Context: an optimization exercise on an open-source flow, tuned for small area. The choices shown serve that exercise and are no tape-out recipe.
The RTL was checked by simulation tests, not by an equivalence proof against the original design.
No activity file was given, so power comes from the tool's default toggle rates.

==> flow/design.v <==
`timescale 1ns/1ps
   typedef struct packed {
    logic [1:0] rx_trigger;         
    logic [1:0] reserved;           
    logic       dma_mode;           
    logic       tx_rst;             
    logic       rx_rst;             
    logic       ena;                
  } fcr_t; 
   typedef struct packed {
    logic       dlab;               
    logic       set_break;          
    logic       stick_parity;       
    logic       eps;                
    logic       pen;                
    logic       stb;                
    logic [1:0] wls;                
  } lcr_t;   
typedef struct packed {
    logic       rx_fifo_error;      
    logic       temt;               
    logic       thre;               
    logic       bi;                 
    logic       fe;                 
    logic       pe;                 
    logic       oe;                 
    logic       dr;                 
  } lsr_t; 
 typedef struct packed {
 fcr_t       fcr;                   
 lcr_t       lcr;                   
 lsr_t       lsr;                   
 logic [7:0] scr;                   
 } csr_t;
 typedef struct packed {
    logic [7:0] dmsb;                
    logic [7:0] dlsb;                
  } div_t;
module regs_uart(
    input logic clk,
    input logic rst,
    input logic wr_i,
    input logic rd_i,
    input logic rx_fifo_empty_i,
    input logic rx_oe,
    input logic rx_pe,
    input logic rx_fe,
    input logic rx_bi,
    input logic [7:0] rx_fifo_in,
    input logic [2:0] addr_i,
    input logic [7:0] din_i,
    output logic tx_push_o,
    output logic rx_pop_o,
    output logic baud_out,
    output logic tx_rst,
    output logic rx_rst,
    output logic [3:0] rx_fifo_threshold,
    output logic [7:0] dout_o,
    output csr_t csr_o
);
    csr_t csr;
    assign csr_o = csr;
    assign tx_push_o = wr_i & (addr_i == 3'b000) & (~csr.lcr.dlab);
    assign rx_pop_o = rd_i & (addr_i == 3'b000) & (~csr.lcr.dlab);
    logic [7:0] rx_data;
    always_ff @(posedge clk, posedge rst) begin
        if(rst)                 rx_data <= '0;
        else if(rx_pop_o) begin
            rx_data <= rx_fifo_in;
        end
    end
    div_t dl;
    logic wr_dlsb;
    assign wr_dlsb = wr_i & (addr_i == 3'b000) & (csr.lcr.dlab);
    always_ff @(posedge clk, posedge rst) begin
        if(rst)             dl.dlsb <= '0;
        else if(wr_dlsb)    dl.dlsb <= din_i;
    end
    logic wr_dmsb;
    assign wr_dmsb = wr_i & (addr_i == 3'b001) & (csr.lcr.dlab);
    always_ff @(posedge clk, posedge rst) begin
        if(rst)             dl.dmsb <= '0;
        else if(wr_dmsb)    dl.dmsb <= din_i;
    end
    logic dl_updated;
    always_ff @ (posedge clk, posedge rst) begin
        if(rst)     dl_updated <= 1'b0;
        else        dl_updated <= wr_dlsb | wr_dmsb;
    end
    logic [15:0] baud_counter;
    always_ff @(posedge clk, posedge rst) begin
        if(rst)                                     baud_counter <= '0;
        else if(dl_updated | (baud_counter == 0))   baud_counter <= {dl.dmsb, dl.dlsb};
        else                                        baud_counter <= baud_counter - 1;
    end
    always @(posedge clk, posedge rst) begin
        if(rst)     baud_out <= 1'b0;
        else        baud_out <= (| dl) & (baud_counter == 0); 
    end
    logic wr_fcr;
    assign wr_fcr = wr_i & (addr_i == 3'h2);
    always_ff @(posedge clk, posedge rst) begin
        if(rst)             csr.fcr <= '0;
        else if(wr_fcr) begin
            csr.fcr.rx_trigger <= din_i[7:6];
            csr.fcr.dma_mode   <= din_i[3];
            csr.fcr.tx_rst     <= din_i[2];
            csr.fcr.rx_rst     <= din_i[1];
            csr.fcr.ena        <= din_i[0];
        end
        else begin
            csr.fcr.tx_rst     <= 1'b0;
            csr.fcr.rx_rst     <= 1'b0;
        end
    end
    assign tx_rst = csr.fcr.tx_rst;
    assign rx_rst = csr.fcr.rx_rst;
    always_comb begin
        if(csr.fcr.ena == 1'b0) begin
            rx_fifo_threshold = 4'd0;
        end
        else
            case(csr.fcr.rx_trigger)
            2'b00: rx_fifo_threshold = 4'd1;
            2'b01: rx_fifo_threshold = 4'd4;
            2'b10: rx_fifo_threshold = 4'd8;
            2'b11: rx_fifo_threshold = 4'd14;
            endcase
    end
    logic wr_lcr;
    assign wr_lcr = wr_i & (addr_i == 3'h3);
    always_ff @(posedge clk, posedge rst) begin
        if(rst)             csr.lcr <= '0;
        else if (wr_lcr)    csr.lcr <= din_i;
    end
    logic [7:0] lcr_temp;
    logic read_lcr; 
    assign read_lcr = rd_i & (addr_i == 3'h3);
    always_ff @( posedge clk, posedge rst ) begin
        if(rst)             lcr_temp <= '0;
        else if(read_lcr)   lcr_temp <= csr.lcr;
    end
    always@(posedge clk, posedge rst) begin
        if(rst)     csr.lsr <= 8'h60;                            
        else begin
                    csr.lsr.dr <=  ~rx_fifo_empty_i;
                    csr.lsr.oe <=   rx_oe;
                    csr.lsr.pe <=   rx_pe;
                    csr.lsr.fe <=   rx_fe;
                    csr.lsr.bi <=   rx_bi;
        end
    end
    logic [7:0] lsr_temp; 
    logic read_lsr;
    assign read_lsr = rd_i & (addr_i == 3'h5); 
    always@(posedge clk, posedge rst) begin
        if(rst)             lsr_temp <= '0;
        else if(read_lsr)   lsr_temp <= csr.lsr; 
    end
    logic wr_scr;
    assign wr_scr = wr_i & (addr_i == 3'h7);
    always_ff @(posedge clk, posedge rst) begin
        if(rst)             csr.scr <= '0;
        else if (wr_scr)    csr.scr <= din_i;
    end
    logic [7:0] scr_temp; 
    logic read_scr;
    assign read_scr = rd_i & (addr_i == 3'h7); 
    always@(posedge clk, posedge rst) begin
        if(rst)             scr_temp <= '0;
        else if(read_scr)   scr_temp <= csr.scr; 
    end
    always_ff @(posedge clk, posedge rst) begin
        if(rst)             dout_o <= '0;
        else
        case(addr_i)
            0: dout_o <= csr.lcr.dlab ? dl.dlsb : rx_data;       
            1: dout_o <= csr.lcr.dlab ? dl.dmsb : 8'h00;         
            2: dout_o <= 8'h00;                                  
            3: dout_o <= lcr_temp;                               
            4: dout_o <= 8'h00;                                  
            5: dout_o <= lsr_temp;                               
            6: dout_o <= 8'h00;                                  
            7: dout_o <= scr_temp;                               
            default: ;
        endcase
    end
endmodule
`timescale 1ns/1ps
module fifo_top (
    input  logic clk,
    input  logic rst,
    input  logic en,
    input  logic push_in,
    input  logic pop_in,
    input  logic [7:0] din,
    output logic [7:0] dout,
    output logic empty,
    output logic full,
    output logic overrun,
    output logic underrun,
    input  logic [3:0] threshold,
    output logic thre_trigger
);
    logic [7:0] mem [16];
    logic [3:0] waddr;
    logic push, pop;
    logic empty_t;
    always_ff@(posedge clk, posedge rst) begin
        if(rst) empty_t <= 1'b1;
        else begin
            case({push, pop})
                2'b01: empty_t <= ((waddr <= 4'd1) | ~en );  
                2'b10: empty_t <= 1'b0;
                default: empty_t <= empty_t;
            endcase
        end
    end
    logic full_t;
    always_ff@(posedge clk, posedge rst) begin
        if(rst) full_t <= 1'b0;
        else begin
            case({push, pop})
                2'b10: full_t <= ((waddr == 4'he) | ~en );  
                2'b01: full_t <= 1'b0;
                default: full_t <= full_t;
            endcase
        end
    end
    assign push = push_in & ~full_t;
    assign pop = pop_in & ~empty_t;
    assign dout = mem [0];
    always_ff@(posedge clk, posedge rst) begin
        if(rst) waddr <= 4'b0;
        else begin
            case({push, pop})
                2'b10: if(waddr != 4'hf && full_t == 1'b0)  waddr <= waddr + 1;
                       else                                 waddr <= waddr;
                2'b01: if(waddr != 4'h0 && empty_t == 1'b0) waddr <= waddr - 1;
                       else                                 waddr <= waddr;
                       default:                             waddr <= waddr;
            endcase
        end
    end
    always_ff@(posedge clk, posedge rst) begin
        if(rst) begin
            for(int i = 0; i < 16; i++) begin
                mem[i] <= '0;
            end
        end
        else begin
            case({push, pop})
                2'b01: begin
                    for(int i = 0; i < 15; i++) begin
                        mem[i] <= mem[i + 1];
                    end
                    mem[15] <= 8'h00;
                end
                2'b10: mem[waddr] <= din;
                2'b11: begin
                    for(int i = 0; i < 15; i++) begin
                        mem[i] <= mem[i + 1];
                    end
                    mem[15] <= 8'h00;
                    mem[waddr - 1] <= din;
                end
                default: ;
            endcase
        end
    end
    logic underrun_t;
    always_ff@(posedge clk, posedge rst) begin
        if(rst)                     underrun_t <= 1'b0;
        else if(pop_in & empty_t)   underrun_t <= 1'b1;
        else                        underrun_t <= 1'b0;
    end
    logic overrun_t;
    always_ff@(posedge clk, posedge rst) begin
        if(rst)                     overrun_t <= 1'b0;
        else if(push_in & full_t)   overrun_t <= 1'b1;
        else                        overrun_t <= 1'b0;
    end
    logic thre_t;
    always_ff@(posedge clk, posedge rst) begin
        if(rst)             thre_t <= 1'b0;
        else if(push ^ pop) thre_t <= (waddr >= threshold) ? 1'b1 : 1'b0;
    end
    assign empty = empty_t;
    assign full = full_t;
    assign overrun = overrun_t;
    assign underrun = underrun_t;
    assign thre_trigger = thre_t;
endmodule
`timescale 1ns / 1ps
module uart_tx_top (
    input logic clk, 
    input logic rst,
    input logic baud_pulse,
    input logic thre,
    input logic set_break,
    input logic sticky_parity,
    input logic eps,
    input logic pen,
    input logic stb,
    input logic [1:0] wls,
    input logic [7:0] din,
    output logic pop,
    output logic sreg_empty,
    output logic tx 
);
    localparam STATE_IDLE = 2'b00;
    localparam STATE_STRT = 2'b01;
    localparam STATE_TRAN = 2'b10;
    localparam STATE_PARI = 2'b11;
    logic [1:0] state_reg;
    logic [1:0] state_next;
    logic [4:0] count;
    logic [2:0] bit_count;
    logic [7:0] shift_reg;
    logic tx_data;
    logic next_pop;
    logic next_sreg_empty;
    logic d_parity;
    logic parity_out;
    always_ff @( posedge clk ) begin
        if ( rst )
            state_reg <= STATE_IDLE;
        else
            state_reg <= state_next;
    end
    always_comb begin
        state_next = state_reg;
        if(baud_pulse) begin
            case(state_reg)
                STATE_IDLE: if((~thre) && (count == 0))                         state_next = STATE_STRT;
                STATE_STRT: if(count == 0)                                      state_next = STATE_TRAN;
                STATE_TRAN: if((bit_count == 0) && (count == 0) && pen)         state_next = STATE_PARI;
                            else if((bit_count == 0) && (count == 0) && ~pen)   state_next = STATE_IDLE;
                STATE_PARI: if(count == 0)                                      state_next = STATE_IDLE;
                default:                                                        state_next = STATE_IDLE;
            endcase
        end
    end
    always_ff@(posedge clk, posedge rst) begin
        if(rst)     count <= 0;
        else if(baud_pulse) begin
            case(state_reg)
                STATE_IDLE:     if(count != 0)                    count <= count - 1;
                                else                              count <= 5'd15;
                STATE_STRT:     if(count != 0)                    count <= count - 1;
                                else                              count <= 5'd15;
                STATE_TRAN:     if(count != 0)                    count <= count - 1;
                                else if(bit_count != 0)           count <= 5'd15;
                                else if(pen)                      count <= 5'd15;
                                else                              count <= (~stb)? 5'd15 : (wls == 2'b00) ? 5'd23 : 5'd31;
                STATE_PARI:     if(count != 0)                    count <= count - 1;
                                else                              count <= (~stb)? 5'd15 : (wls == 2'b00) ? 5'd23 : 5'd31;
                default:                                          count <= count;
            endcase
        end
    end
    always@(posedge clk, posedge rst) begin
        if(rst) bit_count <= '0;
        else if(baud_pulse) begin
            case(state_reg)
                STATE_IDLE:   if((~thre) && (count == 0))                   bit_count <= {1'b1, wls};
                STATE_TRAN:   if(bit_count != 0 && (count == 0))            bit_count <= bit_count - 1;
            endcase
        end
    end    
    always_ff@(posedge clk, posedge rst) begin
        if(rst) shift_reg <= '0;
        else if(baud_pulse) begin
            case(state_reg)
                STATE_IDLE:   if((~thre) && (count == 0))                   shift_reg <= din;
                STATE_STRT:   if(count == 0)                                shift_reg  <= (shift_reg >> 1);
                STATE_TRAN:   if(bit_count != 0 && (count == 0))            shift_reg  <= (shift_reg >> 1);
            endcase
        end
    end    
    always_ff@(posedge clk, posedge rst) begin
        if(rst) tx <= 1'b1;
        else    tx <= tx_data & ~set_break;
    end    
    always_ff@(posedge clk, posedge rst) begin
        if(rst) pop <= 1'b0;
        else    pop <= next_pop;
    end    
    always_ff@(posedge clk, posedge rst) begin
        if(rst) sreg_empty <= 1'b0;
        else    sreg_empty <= next_sreg_empty;
    end    
    task cs
    (
        input logic           cs_tx_data,
        input logic           cs_pop,
        input logic           cs_sreg_empty
    );
    begin
        tx_data = cs_tx_data;
        next_pop = cs_pop;
        next_sreg_empty = cs_sreg_empty;
    end
    endtask
    always_comb begin
        cs( tx, 1'b0, sreg_empty);
        if(baud_pulse) begin
            case(state_reg)
                STATE_IDLE: if((~thre) && (count == 0))                         cs( 1'b0,               1'b1,               1'b0     );
                STATE_STRT: if(count == 0)                                      cs( shift_reg[0],       1'b0,               1'b0     );
                STATE_TRAN: if((bit_count != 0) && (count == 0))                cs( shift_reg[0],       1'b0,               1'b0     );
                            else if((bit_count == 0) && (count == 0) && pen)    cs( parity_out,         1'b0,               1'b1     );
                            else if((bit_count == 0) && (count == 0) && ~pen)   cs( 1'b1,               1'b0,               1'b1     );
                STATE_PARI: if(count == 0)                                      cs( 1'b1,               1'b0,               1'b1     );
            endcase
        end
    end
    always_ff @(posedge clk, posedge rst) begin
        if(rst)     d_parity <= 0;
        else if(baud_pulse) begin
            case(state_reg)
                STATE_STRT: begin
                    case(wls)
                        2'b00: d_parity <= ^shift_reg[4:0];
                        2'b01: d_parity <= ^shift_reg[5:0];
                        2'b10: d_parity <= ^shift_reg[6:0];
                        2'b11: d_parity <= ^shift_reg[7:0];
                    endcase
                end
            endcase
        end
    end
   always_ff @(posedge clk, posedge rst) begin
        if(rst)    parity_out <= 0;
        else if(baud_pulse) begin
            case(state_reg)
                STATE_TRAN: begin
                    case({sticky_parity, eps})
                        2'b00: parity_out <= ~d_parity;
                        2'b01: parity_out <= d_parity;
                        2'b10: parity_out <= 1'b1;
                        2'b11: parity_out <= 1'b0;
                    endcase
                end
            endcase
        end
   end
endmodule
`timescale 1ns / 1ps
module uart_rx_top (
    input logic clk, 
    input logic rst,
    input logic baud_pulse,
    input logic sticky_parity,
    input logic eps,
    input logic pen,
    input logic [1:0] wls,
    input logic rx,
    output logic push,
    output logic pe,             
    output logic fe,             
    output logic bi,
    output logic [7:0] data_out
);
    logic rx_reg;
    logic fall_edge;
    always_ff @(posedge clk, posedge rst) begin
        if(rst) rx_reg <= 1;
        else    rx_reg <= rx;
    end
    assign fall_edge = ~ rx_reg;
    localparam STATE_IDLE = 3'b000;
    localparam STATE_STRT = 3'b001;
    localparam STATE_TRAN = 3'b010;
    localparam STATE_PARI = 3'b011;
    localparam STATE_STOP = 3'b100;
    logic [2:0] state_reg;
    logic [2:0] state_next;
    logic [4:0] count;
    logic [2:0] bit_count;
    logic pe_reg;                           
    always_ff @( posedge clk ) begin
        if ( rst )
            state_reg <= STATE_IDLE;
        else
            state_reg <= state_next;
    end
    always_comb begin
        state_next = state_reg;
        if(baud_pulse) begin
            case(state_reg)
                STATE_IDLE: if(fall_edge)                                       state_next = STATE_STRT;
                STATE_STRT: if(count == 7 && rx)                                state_next = STATE_IDLE;
                            else if(count == 0)                                 state_next = STATE_TRAN;
                STATE_TRAN: if((bit_count == 0) && (count == 0) && pen)         state_next = STATE_PARI;
                            else if((bit_count == 0) && (count == 0) && ~pen)   state_next = STATE_STOP;
                STATE_PARI: if(count == 0)                                      state_next = STATE_STOP;
                STATE_STOP: if(count == 0)                                      state_next = STATE_IDLE;
                default:                                                        state_next = STATE_IDLE;
            endcase
        end
    end
    always_ff@(posedge clk, posedge rst) begin
        if(rst)     count <= '0;
        else if(baud_pulse) begin
            case(state_reg)
                STATE_IDLE:     if(fall_edge)                     count <= 5'd15;
                STATE_STRT:     begin                             count <= count - 1;
                                if(count == 7 && rx)              count <= 5'd15;
                                else if(count == 0)               count <= 5'd15;
                                end
                STATE_TRAN:     begin                             count <= count - 1;
                                if(count == 0)                    count <= 5'd15;
                                end
                STATE_PARI:     begin                             count <= count - 1;
                                if(count == 0)                    count <= 5'd15;
                                end
                STATE_STOP:     begin                             count <= count - 1;
                                if(count == 0)                    count <= 5'd15;
                                end
                default:                                          count <= count;
            endcase
        end
    end
    always_ff@(posedge clk, posedge rst) begin
        if(rst) bit_count <= '0;
        else if(baud_pulse) begin
            case(state_reg)
                STATE_STRT:   if(count == 0)                                bit_count <= {1'b1, wls};
                STATE_TRAN:   if(bit_count != 0 && (count == 0))            bit_count <= bit_count - 1;
            endcase
        end
    end    
    always_ff@(posedge clk, posedge rst) begin
        if(rst) data_out <= '0;
        else if(baud_pulse) begin
            case(state_reg)
                STATE_TRAN:   begin
                    if(count == 7)  begin 
                        case(wls)
                        2'b00: data_out <= {3'b000, rx, data_out[4:1]}; 
                        2'b01: data_out <= {2'b00 , rx, data_out[5:1]}; 
                        2'b10: data_out <= {1'b0  , rx, data_out[6:1]}; 
                        2'b11: data_out <= {        rx, data_out[7:1]}; 
                        endcase
                    end
                end
            endcase
        end
    end
    always_ff@(posedge clk, posedge rst) begin
        if(rst) pe_reg <= '0;
        else if(baud_pulse) begin
            case(state_reg)
                STATE_TRAN:   begin
                    if(count == 0 && bit_count == 0)  begin 
                        case({sticky_parity, eps})
                            2'b00: pe_reg <= ~^{rx,data_out};        
                            2'b01: pe_reg <= ^{rx,data_out};         
                            2'b10: pe_reg <= ~rx;                    
                            2'b11: pe_reg <= rx;                     
                        endcase
                    end
                end
            endcase
        end
    end
    always_ff@(posedge clk, posedge rst) begin
        if(rst) pe <= '0;
        else if(baud_pulse) begin
            case(state_reg)
                STATE_PARI: if(count == 7)    pe <= pe_reg;
            endcase
        end
    end
    always_ff @(posedge clk, posedge rst) begin
        if(rst) fe <= 0;
        else if(baud_pulse) begin
            case(state_reg)
                STATE_STOP: if(count == 7)    fe <= ~rx;
            endcase
        end
    end
    always_ff @(posedge clk, posedge rst) begin
        if(rst) push <= 0;
        else begin
            push <= 1'b0;
            if(baud_pulse) begin
                case(state_reg)
                    STATE_STOP: if(count == 7)    push <= 1'b1;
                endcase
            end
        end
    end
    assign bi = 0;
endmodule
`timescale 1ns /1ps
module all_mod(
        input logic clk, rst, wr, rd,
        input logic rx,
        input logic [2:0] addr,
        input logic [7:0] din,
        output logic tx,
        output logic [7:0] dout
    );
    csr_t csr;
    logic baud_pulse, pen, thre, stb; 
    logic tx_fifo_pop;
    logic [7:0] tx_fifo_out;
    logic tx_fifo_push; 
    logic r_oe, r_pe, r_fe, r_bi;
    logic rx_fifo_push, rx_fifo_pop;
    logic tx_rst, rx_rst;
    logic [7:0] rx_fifo_out;
    logic [3:0] rx_fifo_threshold;
    logic [7:0] rx_out;
    logic tx_fifo_empty, rx_fifo_empty;
    regs_uart uart_regs_inst (
        .clk (clk),
        .rst (rst),
        .wr_i (wr),
        .rd_i (rd),
        .rx_fifo_empty_i (rx_fifo_empty),
        .rx_oe (r_oe),
        .rx_pe (r_pe),
        .rx_fe (r_fe),
        .rx_bi (r_bi),
        .rx_fifo_in(rx_fifo_out),
        .addr_i (addr),
        .din_i (din),
        .tx_push_o (tx_fifo_push),
        .rx_pop_o (rx_fifo_pop),
        .baud_out (baud_pulse),
        .tx_rst (tx_rst),
        .rx_rst (rx_rst),
        .rx_fifo_threshold (rx_fifo_threshold),
        .dout_o (dout),
        .csr_o (csr)
    );
    uart_tx_top uart_tx_inst (
        .clk (clk),
        .rst (rst),
        .baud_pulse (baud_pulse),
        .pen (csr.lcr.pen),
        .thre (tx_fifo_empty),
        .stb (csr.lcr.stb),
        .sticky_parity (csr.lcr.stick_parity),
        .eps (csr.lcr.eps),
        .set_break (csr.lcr.set_break),
        .din (tx_fifo_out),
        .wls (csr.lcr.wls),
        .pop (tx_fifo_pop),
        .sreg_empty (),                      
        .tx (tx)
    );
    fifo_top tx_fifo_inst (
        .rst (rst),
        .clk (clk),
        .en (csr.fcr.ena),
        .push_in (tx_fifo_push),
        .pop_in (tx_fifo_pop),
        .din (din),
        .dout (tx_fifo_out),
        .empty (tx_fifo_empty),              
        .full (),
        .overrun (),
        .underrun (),
        .threshold (4'h0),
        .thre_trigger ()
    );
    uart_rx_top uart_rx_inst (
        .clk (clk),
        .rst (rst),
        .baud_pulse (baud_pulse),
        .sticky_parity (csr.lcr.stick_parity),
        .eps (csr.lcr.eps),
        .pen (csr.lcr.pen),
        .wls (csr.lcr.wls),
        .rx (rx),
        .push (rx_fifo_push),
        .pe (r_pe),
        .fe (r_fe),
        .bi (r_bi),
        .data_out(rx_out)
    );
    fifo_top rx_fifo_inst (
        .rst (rst),
        .clk (clk),
        .en (csr.fcr.ena),
        .push_in (rx_fifo_push),
        .pop_in (rx_fifo_pop),
        .din (rx_out),
        .dout (rx_fifo_out),
        .empty (rx_fifo_empty),          
        .full (),
        .overrun (r_oe),
        .underrun (),
        .threshold (rx_fifo_threshold),
        .thre_trigger ()
    );
endmodule
==> flow/run.sh <==
#!/bin/bash
# synth_recipe.tcl (not shown) runs the flow's synth.tcl, then flattens the netlist and writes it again
# the make line also repeats each setting of config.mk as NAME=value (left out here)
make -C /OpenROAD-flow-scripts/flow DESIGN_CONFIG=/design/flow/config.mk WORK_HOME=/design/flow/orfs CLKGATE_MAP_FILE= SYNTH_SCRIPT=/design/flow/synth_recipe.tcl finish
==> flow/config.mk <==
export PLATFORM = sky130hd
export DESIGN_NAME = all_mod
export DESIGN_NICKNAME = all_mod
export VERILOG_FILES = /design/flow/design.v
export SDC_FILE = /design/flow/constraint.sdc
export NUM_CORES = 4
export LEC_CHECK = 0
export CAP_MARGIN = 20
export CORE_MARGIN = 2
export CORE_UTILIZATION = 40
export SLEW_MARGIN = 20
==> flow/constraint.sdc <==
create_clock -name core_clock -period 10.0 [get_ports {clk}]
set_input_delay 2.0000 -clock core_clock [delete_from_list [all_inputs] [get_ports {clk}]]
set_output_delay 2.0000 -clock core_clock [all_outputs]
set_load 0.01 [all_outputs]
==> run summary <==
critical path, cell delays in order:
cell and delay (ps):
clkdlybuf4s50_1 960, or3_1 300, nor2_1 110, nand3_1 200, inv_1 100, ha_1 350, inv_1 510, nand2_1 470
a21oi_1 950, buf_4 320, a221oi_1 100
report_power, final:
part	total [mW]	switching, mW	leakage, nW	internal (mW)
combinational	0.391	0.213	3.72	0.178
clock	1.75	0.728	0.753	1.02
sequential	1.92	0.141	5.39	1.78
total	4.06	1.08	9.87	2.98
layer usage:
metal	part of all wire [%]	global-route usage [%]	wire, um	vias up
met5	0	0	0	-
li1	-	-	-	8286
met1	45	31.6	28800	9023
met3	6.4	3.93	4060	127
met4	2.8	7.18	1790	0
met2	46	35.8	29100	616
layout make-up:
type	count	share of cell area, %
clock buffers	66	5.50
clock inverters	17	0.974
inverters	57	0.916
multi-input cells	1672	44.3
flip-flops and latches	407	42.8
well taps	688	3.62
repair buffers	52	1.95
through the flow:
step / hold slack [ps] / power [mW] / util [%]
final: 371 / 4.06 / 45.0
after floorplan: 331 / 2.20 / -
after global placement: 339 / 2.33 / 42.0
after global routing: 387 / 4.23 / 45.0
after CTS: 372 / 4.09 / 45.0
after detailed placement: 348 / 2.34 / 42.0
how the worst min path moves through the flow:
| stage | endpoint | cells after the start |
|---|---|---|
| 2_1_floorplan | uart_regs_inst.csr[9]$_DFF_PP0_ | 0 |
| 3_3_place_gp | uart_regs_inst.csr[9]$_DFF_PP0_ | 0 |
| 3_5_place_dp | uart_regs_inst.csr[9]$_DFF_PP0_ | 0 |
| 4_1_cts | uart_regs_inst.csr[9]$_DFF_PP0_ | 0 |
| 5_1_grt | uart_regs_inst.csr[9]$_DFF_PP0_ | 0 |
| 6_report | uart_regs_inst.csr[9]$_DFF_PP0_ | 0 |
layout by cell type (no fill, tap or decap), types with 47 or more instances in the layout:
cell type,instances
o21ai_0,153
nand2_1,194
a21oi_1,183
dfrtp_1,398
a221o_1,60
mux2_2,66
nor2_1,317
clkbuf_16,47
a31oi_1,50
a221oi_1,109
nor2b_1,70
inv_1,54
kinds of logic (layout without fill, tap and decap cells):
kind of cell,count (synthesis),in the layout,synth area share [%]
buffers and inverters,217,192,3.97
and+or+nand+nor,770,770,16.9
xor gates and xnor gates,38,38,1.55
adders and majority gates,31,31,1.81
muxes,93,93,4.72
DFF,407,407,47.4
AOI/OAI and AO/OA,740,740,23.7
==> metrics.md <==
| Metric | Value |
|---|---|
| Syn nets | `2,343` |
| Maximum fanout along the worst path | `23` |
| Final worst slack | `4030 ps` |
| P&R area growth vs syn | `10.8%` |
| Worst EP required | `10,430 ps` |
| Peak supply drop | `0.000128 V` |
| Slew Viols, Final | `0` |
| Setup TNS Final | `0 ps` |
| Worst setup EP type | `flip-flop` |
| Vias/cell | `6.10` |
| Setup bufs post-CTS | `0` |
| CTS Hold Bufs | `0` |
| Max Buffers Root-to-Sink | `3` |
| CP arrival | `6400 ps` |
| Register area | `10,200 um^2` |
| Synthesized area per cell | `9.34 um^2` |
| Worst-Margin Slew | `1210 ps` |
| Initial Utilization | `40.7%` |
| Count leader, synth | `dfrtp_1` |
| Final Hold Viols | `0` |
| DP Area | `22,200 um^2` |
| CTS tree | `built` |
| Reg2Reg Setup Slack | `5130 ps` |
| YS warnings | `5` |
| Worst slew margin | `19.6%` |
| Asr flop ratio synth | `98.8%` |
| Yosys top cell by area | `dfrtp_1` |
| Largest regs | `rx_fifo_inst.mem: 128 flops, tx_fifo_inst.mem: 128 flops, uart_regs_inst.csr: 21 flops` |
| DRT antenna net count | `0` |
| Gates resized, CTS repair | `0` |
| Die area | `55,500 um^2` |
| N_diodes | `0` |
| Die Width | `236 um` |
| Antenna violations before repair | `0` |
| Grt total ovfl | `0` |
| Fin nets | `2,284` |
| Clock-pin slew on the worst setup and hold paths | `60 ps` |
| CTS root buf | `clkbuf_16` |
| Reg2Reg Depth | `9` |
| Crit path time final | `5970 ps` |
| Seq cells post-synth | `407` |
| Post-DP HPWL | `41,100 um` |
| Pin count of the biggest net entering global routing | `171` |
| Cell Count, Final, Fillers Out | `2,959` |
| Core Rows | `84` |
| PortBufs | `24` |
| Core area | `52,800 um^2` |
| Via count | `18,100` |
| DRT iter0 DRCs | `1,714` |
| Sink Count | `407` |
| Vias in the first global route | `17,500` |
| Final Skew | `30.0 ps` |
| Worst skew pair latency | `600 ps` |
| Reg-to-Reg End | `rx_fifo_inst.mem[1][4]$_DFFE_PP0P_` |
| Final setup fails | `0` |
| Final cycle utilization of the critical path | `59.7%` |
| Wire per inst | `21.5 um` |
| Leakage | `9.87 nW` |
| Area of the multi-input gates | `10,500 um^2` |
| IO Pins | `25` |
| Post-Syn Area | `21,500 um^2` |
| Worst min path class | `flip-flop to flip-flop` |
| Placement Setup Slack | `3400 ps` |
| Cells after Synth | `2,296` |
| GPL Wtd Cong | `0.853` |
| Status | `no timing/DRC/antenna violations` |
| FF-to-FF Start | `rx_fifo_inst.full_t$_DFFE_PP0P_` |
| Pre-antenna DRT Iters | `7` |
| # H-tree levels | `2` |
| Synth top cells by count | `dfrtp_1 (398), nor2_1 (319), a21oi_1 (198), nand2_1 (194), o21ai_0 (153)` |
| TritonCTS buffer count | `47` |
| Worst Hold Launch | `rx_fifo_inst.overrun_t$_DFF_PP0_` |
| Peak Freq | `167 MHz` |
| Design area | `23,800 um^2` |
| Drc violations | `0` |
| Maximum capacitance violations | `0` |
| Most used DFF post-synth | `dfrtp_1` |
| Die Y | `236 um` |
| Number of fill cells | `5,035` |
| Distinct cells, synth | `84` |
| Synth top area cells | `dfrtp_1 (46%), nor2_1 (5.6%), a21oi_1 (4.6%), a221oi_1 (4.4%), o21ai_0 (3.6%)` |
| CP Capture Point | `rx_fifo_inst.mem[1][4]$_DFFE_PP0P_` |
| Unrepaired setup endpoints after global routing | `false` |
| First-pass GRT wire length | `101,000 um` |
| Crit Path Class | `input pin to flip-flop` |
| Power per cell area | `171 nW/um^2` |
| CP Launch Type | `input pin` |
| Layout cells sized above 1 | `9.38%` |
| Gr usage total | `22.6%` |
| Critical path origin | `addr[0]` |
| Final WL | `63,800 um` |
| Placed cell count | `2,876` |
| Sequential-to-total area share from yosys stat | `47.4%` |
| Number of flops mapped to enable cells by yosys | `0` |
| Area share of the largest cell type after synthesis | `46.4%` |

port drivers added, routing unchanged:
No port has a modelled driver above. Below, the same layout with a new extraction and two added sets of constraints. Step 1: set_driving_cell puts a clkbuf_16 on clk and a buf_2 on each other input, an assumption about the parent block. Step 2 adds t to the input delays and takes it off the output delays; t is the mean of the earliest and latest rising clock arrival at the registers after step 1. Input paths then give back, and output paths get back, about the clock's delay inside the block. Three values: no drivers, after step 1, after step 2; two values: the first two.
t (ns): 0.647
setup WS [ns]: 4.026 / 4.062 / 3.414
pins driven straight from the clock port: 1
After both steps this run still meets setup and hold. The setup slack of this run moves by +0.036 ns with the drivers and by -0.612 ns with both steps.
